This is an optimization exercise on Yosys and OpenROAD, whose aim is small area, a short achievable clock period and few clock cycles, not a production implementation.
Power is estimated from default activity; no workload was simulated.

==> flow/design.v <==
module ARM(clk, rst, inst_addr, inst_data, data_addr, data_wdata, data_we, data_re, data_rdata);
    input clk, rst;
    output [31:0] inst_addr;
    input  [31:0] inst_data;
    output [31:0] data_addr, data_wdata;
    output data_we, data_re;
    input  [31:0] data_rdata;
    reg [31:0] pc;
    reg [31:0] ir;
    reg        e_v, e_pred;
    reg [3:0]  ra2;               
    reg [14:0] sa_rf, sb_rf;      
    reg        sa_pc, sb_pc;      
    reg        sa_fw, sb_fw;      
    reg        sa_k, sb_k;        
    reg        sb_im;             
    reg [4:0]  ramt;              
    reg        fZr, zsel, fC, fN, fV;
    reg [31:0] m_res, m_wd;
    reg [3:0]  m_dst;
    reg        m_wb, m_ld, m_st;
    reg [14:0] rv;                
    wire [31:0] wb_val = m_ld ? data_rdata : m_res;
    wire [14:0] we;
    wire [31:0] rf_q [0:14];
    genvar gi;
    generate
        for (gi = 0; gi < 15; gi = gi + 1) begin : g_rf
            reg [31:0] r;
            assign we[gi] = m_wb & (m_dst == gi);
            always @(posedge clk)
                if (we[gi]) r <= wb_val;
            assign rf_q[gi] = r;
        end
    endgenerate
    function [31:0] rd_port;
        input [14:0] s;
        input spc, sfw, sk;
        input [3:0] idx;
        input [31:0] pcv, fwv;
        integer k;
        begin
            rd_port = ({32{spc}} & pcv) | ({32{sfw}} & fwv) | {28'd0, {4{sk}} & idx};
            for (k = 0; k < 15; k = k + 1)
                rd_port = rd_port | ({32{s[k]}} & rf_q[k]);
        end
    endfunction
    wire [3:0] cond = ir[31:28];
    wire is_dp  = ir[27:26] == 2'b00;
    wire is_mem = ir[27:26] == 2'b01;
    wire is_br  = ir[27:26] == 2'b10;
    wire I      = ir[25];
    wire [3:0] opc = ir[24:21];
    wire S      = ir[20];
    wire [3:0] rn = ir[19:16];
    wire [3:0] rd = ir[15:12];
    wire is_ld  = is_mem & ir[20];
    wire is_st  = is_mem & ~ir[20];
    wire op_and = opc == 4'b0000, op_eor = opc == 4'b0001, op_sub = opc == 4'b0010,
         op_add = opc == 4'b0100, op_adc = opc == 4'b0101, op_sbc = opc == 4'b0110,
         op_tst = opc == 4'b1000, op_cmp = opc == 4'b1010, op_orr = opc == 4'b1100,
         op_mov = opc == 4'b1101, op_mvn = opc == 4'b1111;
    wire dp_wb   = is_dp & (op_and | op_eor | op_sub | op_add | op_adc | op_sbc | op_orr | op_mov | op_mvn);
    wire uses_rn = is_mem | (is_dp & ~op_mov & ~op_mvn);
    wire uses_rm = is_dp & ~I & ~ir[4];
    wire fZ = zsel ? ~|m_res : fZr;
    function cond_pass;
        input [3:0] c;
        input z, cy, n, v;
        begin
            case (c)
                4'd0:  cond_pass = z;
                4'd1:  cond_pass = ~z;
                4'd2:  cond_pass = cy;
                4'd3:  cond_pass = ~cy;
                4'd4:  cond_pass = n;
                4'd5:  cond_pass = ~n;
                4'd6:  cond_pass = v;
                4'd7:  cond_pass = ~v;
                4'd8:  cond_pass = cy & ~z;
                4'd9:  cond_pass = ~cy | z;
                4'd10: cond_pass = n == v;
                4'd11: cond_pass = n != v;
                4'd12: cond_pass = ~z & (n == v);
                4'd13: cond_pass = z | (n != v);
                4'd14: cond_pass = 1'b1;
                default: cond_pass = 1'b0;
            endcase
        end
    endfunction
    wire cond_ok = cond_pass(cond, fZ, fC, fN, fV);
    wire stall = e_v & m_ld & ((uses_rn & (rn == m_dst)) | (uses_rm & (ra2 == m_dst)));
    wire [31:0] val_a = rd_port(sa_rf, sa_pc, sa_fw, sa_k, rn,  pc, m_res);
    wire [31:0] val_b = rd_port(sb_rf, sb_pc, sb_fw, sb_k, ra2, pc, m_res) | {24'd0, {8{sb_im}} & ir[7:0]};
    wire [31:0] st_data = (m_ld & (m_dst == ra2)) ? data_rdata : val_b;
    wire [4:0] sh   = ir[11:7];
    wire [1:0] styp = ir[6:5];
    wire [31:0] rin = val_b;
    wire [63:0] rdbl = {rin, rin} >> ramt;
    wire [31:0] rot = rdbl[31:0];
    wire [31:0] ones = 32'hFFFFFFFF;
    wire [31:0] hi_m = ~(ones >> sh);           
    wire [31:0] lo_m = ~(ones << sh);           
    wire [31:0] keep = (I | styp == 2'b11) ? ones : (styp == 2'b00) ? ~lo_m : ~hi_m;
    wire [31:0] fill = (~I & styp == 2'b10) ? hi_m : 32'd0;
    wire [31:0] shifted = (rot & keep) | (fill & {32{val_b[31]}});
    wire [31:0] op2 = is_mem ? {{20{ir[11]}}, ir[11:0]} :
                      (~I & ir[4]) ? 32'd0 : shifted;
    wire sub  = is_dp & (op_sub | op_sbc | op_cmp);
    wire arith = is_mem | (is_dp & (op_sub | op_sbc | op_cmp | op_add | op_adc));
    wire cin  = (is_dp & (op_adc | op_sbc)) ? fC : sub;
    wire [31:0] bx = op2 ^ {32{sub}};
    wire [32:0] sum = {1'b0, val_a} + {1'b0, bx} + {32'd0, cin};
    reg [31:0] logic_res;
    always @(*) begin
        case (opc)
            4'b0000, 4'b1000: logic_res = val_a & op2;
            4'b0001:          logic_res = val_a ^ op2;
            4'b1100:          logic_res = val_a | op2;
            4'b1101:          logic_res = op2;
            4'b1111:          logic_res = ~op2;
            default:          logic_res = 32'd0;
        endcase
    end
    wire [31:0] res = arith ? sum[31:0] : logic_res;
    wire nC = arith & (sum[32] ^ sub);
    wire nV = arith & (val_a[31] == bx[31]) & (sum[31] != val_a[31]);
    wire nN = res[31];
    wire exec    = e_v & cond_ok & ~stall;
    wire setf    = exec & is_dp & S;
    wire e_wr    = exec & (dp_wb | is_ld);
    wire mispred = e_v & is_br & (cond_ok != e_pred);
    wire [31:0] e_off = {{6{ir[23]}}, ir[23:0], 2'b00};
    wire [31:0] e_fix = pc + (e_off ^ {32{e_pred}}) + {31'd0, e_pred};
    wire [21:0] pc_hi    = pc[31:10];
    wire [21:0] pc_hi_p1 = pc_hi + 22'd1;
    wire [21:0] pc_hi_m1 = pc_hi - 22'd1;
    wire [8:0]  lo_inc   = {1'b0, pc[9:2]} + 9'd1;
    wire [31:0] seq      = {lo_inc[8] ? pc_hi_p1 : pc_hi, lo_inc[7:0], 2'b00};
    wire [8:0]  lo_tgt   = {1'b0, pc[9:2]} + {1'b0, inst_data[7:0]} + 9'd1;
    wire f_off_pos = ~|inst_data[23:8];
    wire f_off_neg = &inst_data[23:8];
    wire [21:0] hi_tgt = f_off_neg ? (lo_tgt[8] ? pc_hi : pc_hi_m1) : (lo_tgt[8] ? pc_hi_p1 : pc_hi);
    wire [31:0] tgt = {hi_tgt, lo_tgt[7:0], 2'b00};
    wire [31:0] nx = stall ? ir : inst_data;
    wire nx_st = nx[27:26] == 2'b01 && !nx[20];
    wire [3:0] nx_a = nx[19:16];
    wire [3:0] nx_b = nx_st ? nx[15:12] : nx[3:0];
    wire [14:0] rv_n = rv | we;
    wire [15:0] rv16 = {1'b1, rv_n};
    wire fw_a = e_wr & (rd == nx_a);
    wire nx_imm = nx[27:26] == 2'b00 && nx[25];
    wire fw_b = e_wr & (rd == nx_b) & ~nx_imm;
    wire [4:0] nx_sh = nx[11:7];
    wire [4:0] nx_ramt = nx[25] ? {nx[11:8], 1'b0} : (nx[6:5] == 2'b00) ? (5'd0 - nx_sh) : nx_sh;
    wire f_br = inst_data[27:26] == 2'b10;
    wire [3:0] f_cond = inst_data[31:28];
    wire f_pend = e_v & is_dp & S & cond_ok;
    wire f_static = (f_cond == 4'd14) | ((f_cond != 4'd15) & inst_data[23]);
    wire f_taken = f_br & (f_off_pos | f_off_neg) & (f_pend ? f_static : cond_pass(f_cond, fZ, fC, fN, fV));
    assign inst_addr  = pc;
    assign data_addr  = m_res;
    assign data_wdata = m_wd;
    assign data_we    = m_st;
    assign data_re    = m_ld;
    integer k;
    always @(posedge clk or posedge rst) begin
        if (rst) begin
            pc <= 32'd0;
            e_v <= 1'b0;
            fZr <= 1'b0; zsel <= 1'b0; fC <= 1'b0; fN <= 1'b0; fV <= 1'b0;
            m_wb <= 1'b0; m_ld <= 1'b0; m_st <= 1'b0;
            rv <= 15'd0;
        end else begin
            if (mispred) begin
                pc <= e_fix;
                e_v <= 1'b0;
            end else if (!stall) begin
                pc <= f_taken ? tgt : seq;
                e_v <= 1'b1;
            end
            if (setf) begin
                zsel <= 1'b1; fC <= nC; fN <= nN; fV <= nV;
            end else if (zsel) begin
                zsel <= 1'b0; fZr <= ~|m_res;
            end
            m_wb <= e_wr;
            m_ld <= exec & is_ld;
            m_st <= exec & is_st;
            rv <= rv_n;
        end
    end
    always @(posedge clk) begin
        if (!stall) begin
            ir  <= inst_data;
            e_pred <= f_taken;
        end
        ra2 <= nx_b;
        ramt <= nx_ramt;
        for (k = 0; k < 15; k = k + 1) begin
            sa_rf[k] <= (nx_a == k) & rv_n[k] & ~fw_a;
            sb_rf[k] <= (nx_b == k) & rv_n[k] & ~fw_b & ~nx_imm;
        end
        sa_pc <= nx_a == 4'd15;
        sb_pc <= (nx_b == 4'd15) & ~nx_imm;
        sb_im <= nx_imm;
        sa_fw <= fw_a & (nx_a != 4'd15);
        sb_fw <= fw_b & (nx_b != 4'd15);
        sa_k  <= ~rv16[nx_a] & ~fw_a;
        sb_k  <= ~rv16[nx_b] & ~fw_b & ~nx_imm;
        m_res <= res;
        m_wd  <= st_data;
        m_dst <= rd;
    end
endmodule
Settings: LEC_CHECK=0, CAP_MARGIN=20, CORE_MARGIN=2, CORE_UTILIZATION=40, SLEW_MARGIN=20; clock period 20.0 ns.
standard.sh (not shown) runs the stock make flow with config.mk's settings and CLKGATE_MAP_FILE= SYNTH_SCRIPT=/design/flow/synth_recipe.tcl, a recipe that flattens the netlist after the stock synthesis.
==> flow/flow/run.sh <==
#!/bin/bash
set -euo pipefail
KNOBS=$(grep -v '^#' flow/knobs.txt | tr '\n' ' ')
bash standard.sh $KNOBS finish > standard_flow.log 2>&1
==> flow/flow/knobs.txt <==
SETUP_SLACK_MARGIN=14
Edit:
--- a/flow/design.v
+++ b/flow/design.v
@@ -4,17 +4,16 @@
     input  [31:0] inst_data;
     output [31:0] data_addr, data_wdata;
     output data_we, data_re;
     input  [31:0] data_rdata;
-    reg [31:0] pc;
+    reg [31:0] pc, alt_pc;
     reg [31:0] ir;
     reg        e_v, e_pred;
     reg [3:0]  ra2;               
     reg [14:0] sa_rf, sb_rf;      
     reg        sa_pc, sb_pc;      
     reg        sa_fw, sb_fw;      
     reg        sa_k, sb_k;        
-    reg        sb_im;             
     reg [4:0]  ramt;              
     reg        fZr, zsel, fC, fN, fV;
     reg [31:0] m_res, m_wd;
     reg [3:0]  m_dst;
@@ -90,13 +89,13 @@
     endfunction
     wire cond_ok = cond_pass(cond, fZ, fC, fN, fV);
     wire stall = e_v & m_ld & ((uses_rn & (rn == m_dst)) | (uses_rm & (ra2 == m_dst)));
     wire [31:0] val_a = rd_port(sa_rf, sa_pc, sa_fw, sa_k, rn,  pc, m_res);
-    wire [31:0] val_b = rd_port(sb_rf, sb_pc, sb_fw, sb_k, ra2, pc, m_res) | {24'd0, {8{sb_im}} & ir[7:0]};
+    wire [31:0] val_b = rd_port(sb_rf, sb_pc, sb_fw, sb_k, ra2, pc, m_res);
     wire [31:0] st_data = (m_ld & (m_dst == ra2)) ? data_rdata : val_b;
     wire [4:0] sh   = ir[11:7];
     wire [1:0] styp = ir[6:5];
-    wire [31:0] rin = val_b;
+    wire [31:0] rin = I ? {24'd0, ir[7:0]} : val_b;
     wire [63:0] rdbl = {rin, rin} >> ramt;
     wire [31:0] rot = rdbl[31:0];
     wire [31:0] ones = 32'hFFFFFFFF;
     wire [31:0] hi_m = ~(ones >> sh);           
@@ -129,10 +128,9 @@
     wire exec    = e_v & cond_ok & ~stall;
     wire setf    = exec & is_dp & S;
     wire e_wr    = exec & (dp_wb | is_ld);
     wire mispred = e_v & is_br & (cond_ok != e_pred);
-    wire [31:0] e_off = {{6{ir[23]}}, ir[23:0], 2'b00};
-    wire [31:0] e_fix = pc + (e_off ^ {32{e_pred}}) + {31'd0, e_pred};
+    wire [31:0] e_tgt = alt_pc + {{6{ir[23]}}, ir[23:0], 2'b00};
     wire [21:0] pc_hi    = pc[31:10];
     wire [21:0] pc_hi_p1 = pc_hi + 22'd1;
     wire [21:0] pc_hi_m1 = pc_hi - 22'd1;
     wire [8:0]  lo_inc   = {1'b0, pc[9:2]} + 9'd1;
@@ -148,10 +146,9 @@
     wire [3:0] nx_b = nx_st ? nx[15:12] : nx[3:0];
     wire [14:0] rv_n = rv | we;
     wire [15:0] rv16 = {1'b1, rv_n};
     wire fw_a = e_wr & (rd == nx_a);
-    wire nx_imm = nx[27:26] == 2'b00 && nx[25];
-    wire fw_b = e_wr & (rd == nx_b) & ~nx_imm;
+    wire fw_b = e_wr & (rd == nx_b);
     wire [4:0] nx_sh = nx[11:7];
     wire [4:0] nx_ramt = nx[25] ? {nx[11:8], 1'b0} : (nx[6:5] == 2'b00) ? (5'd0 - nx_sh) : nx_sh;
     wire f_br = inst_data[27:26] == 2'b10;
     wire [3:0] f_cond = inst_data[31:28];
@@ -172,9 +169,9 @@
             m_wb <= 1'b0; m_ld <= 1'b0; m_st <= 1'b0;
             rv <= 15'd0;
         end else begin
             if (mispred) begin
-                pc <= e_fix;
+                pc <= e_pred ? alt_pc : e_tgt;
                 e_v <= 1'b0;
             end else if (!stall) begin
                 pc <= f_taken ? tgt : seq;
                 e_v <= 1'b1;
@@ -193,22 +190,22 @@
     always @(posedge clk) begin
         if (!stall) begin
             ir  <= inst_data;
             e_pred <= f_taken;
+            alt_pc <= seq;
         end
         ra2 <= nx_b;
         ramt <= nx_ramt;
         for (k = 0; k < 15; k = k + 1) begin
             sa_rf[k] <= (nx_a == k) & rv_n[k] & ~fw_a;
-            sb_rf[k] <= (nx_b == k) & rv_n[k] & ~fw_b & ~nx_imm;
+            sb_rf[k] <= (nx_b == k) & rv_n[k] & ~fw_b;
         end
         sa_pc <= nx_a == 4'd15;
-        sb_pc <= (nx_b == 4'd15) & ~nx_imm;
-        sb_im <= nx_imm;
+        sb_pc <= nx_b == 4'd15;
         sa_fw <= fw_a & (nx_a != 4'd15);
         sb_fw <= fw_b & (nx_b != 4'd15);
         sa_k  <= ~rv16[nx_a] & ~fw_a;
-        sb_k  <= ~rv16[nx_b] & ~fw_b & ~nx_imm;
+        sb_k  <= ~rv16[nx_b] & ~fw_b;
         m_res <= res;
         m_wd  <= st_data;
         m_dst <= rd;
     end
The new run finished with timing, DRC and antenna clean.
Worst hold slack is better by 14 ps.
Cell count grows by 11%.
Non-clock buffer count grows by 134.
Area after synthesis grows by 4.6%.
Final area grows by 8.0%.
Register-to-register slack is worse by 230 ps.
Clock skew grows by 7.3 ps.
Combinational power is about the same.
Fmax grows by 2.3%.
Clock power shrinks by about 3%.
Utilization grows by 1.5 points.
Worst setup slack is better by 140 ps.
Sequential share of layout area shrinks by 1.3 points.
Function was not checked in any run of this note: the RTL went through the layout flow alone.

[static timing again, ports no longer ideal]
The results above use ideal ports. As a check the final layouts listed here were re-extracted and re-timed, cells and wires unchanged.
Step 1, drivers: a clkbuf_16 drives clk and a buf_2 each remaining input, both assumed.
Step 2, shift: input delay + t, output delay - t, t = (earliest + latest rising clock arrival at the registers) / 2. This alone moves slack from input paths to output paths.
Three values: ideal ports, drivers, drivers and shift; two values: the first two.
| run | t (ns) | setup WS [ns] | worst setup path at the end | pins driven straight from the clock port |
|---|---|---|---|---|
| the first run | 0.720 | 13.639 / 13.658 / 12.938 | input to register | 1 |
| the second run | 0.744 | 13.782 / 13.788 / 13.065 | input to register | 1 |
After both steps setup and hold are still met in every run listed. The setup slack of the second run, which loses most, moves by +0.006 ns with the drivers and by -0.717 ns with both steps.
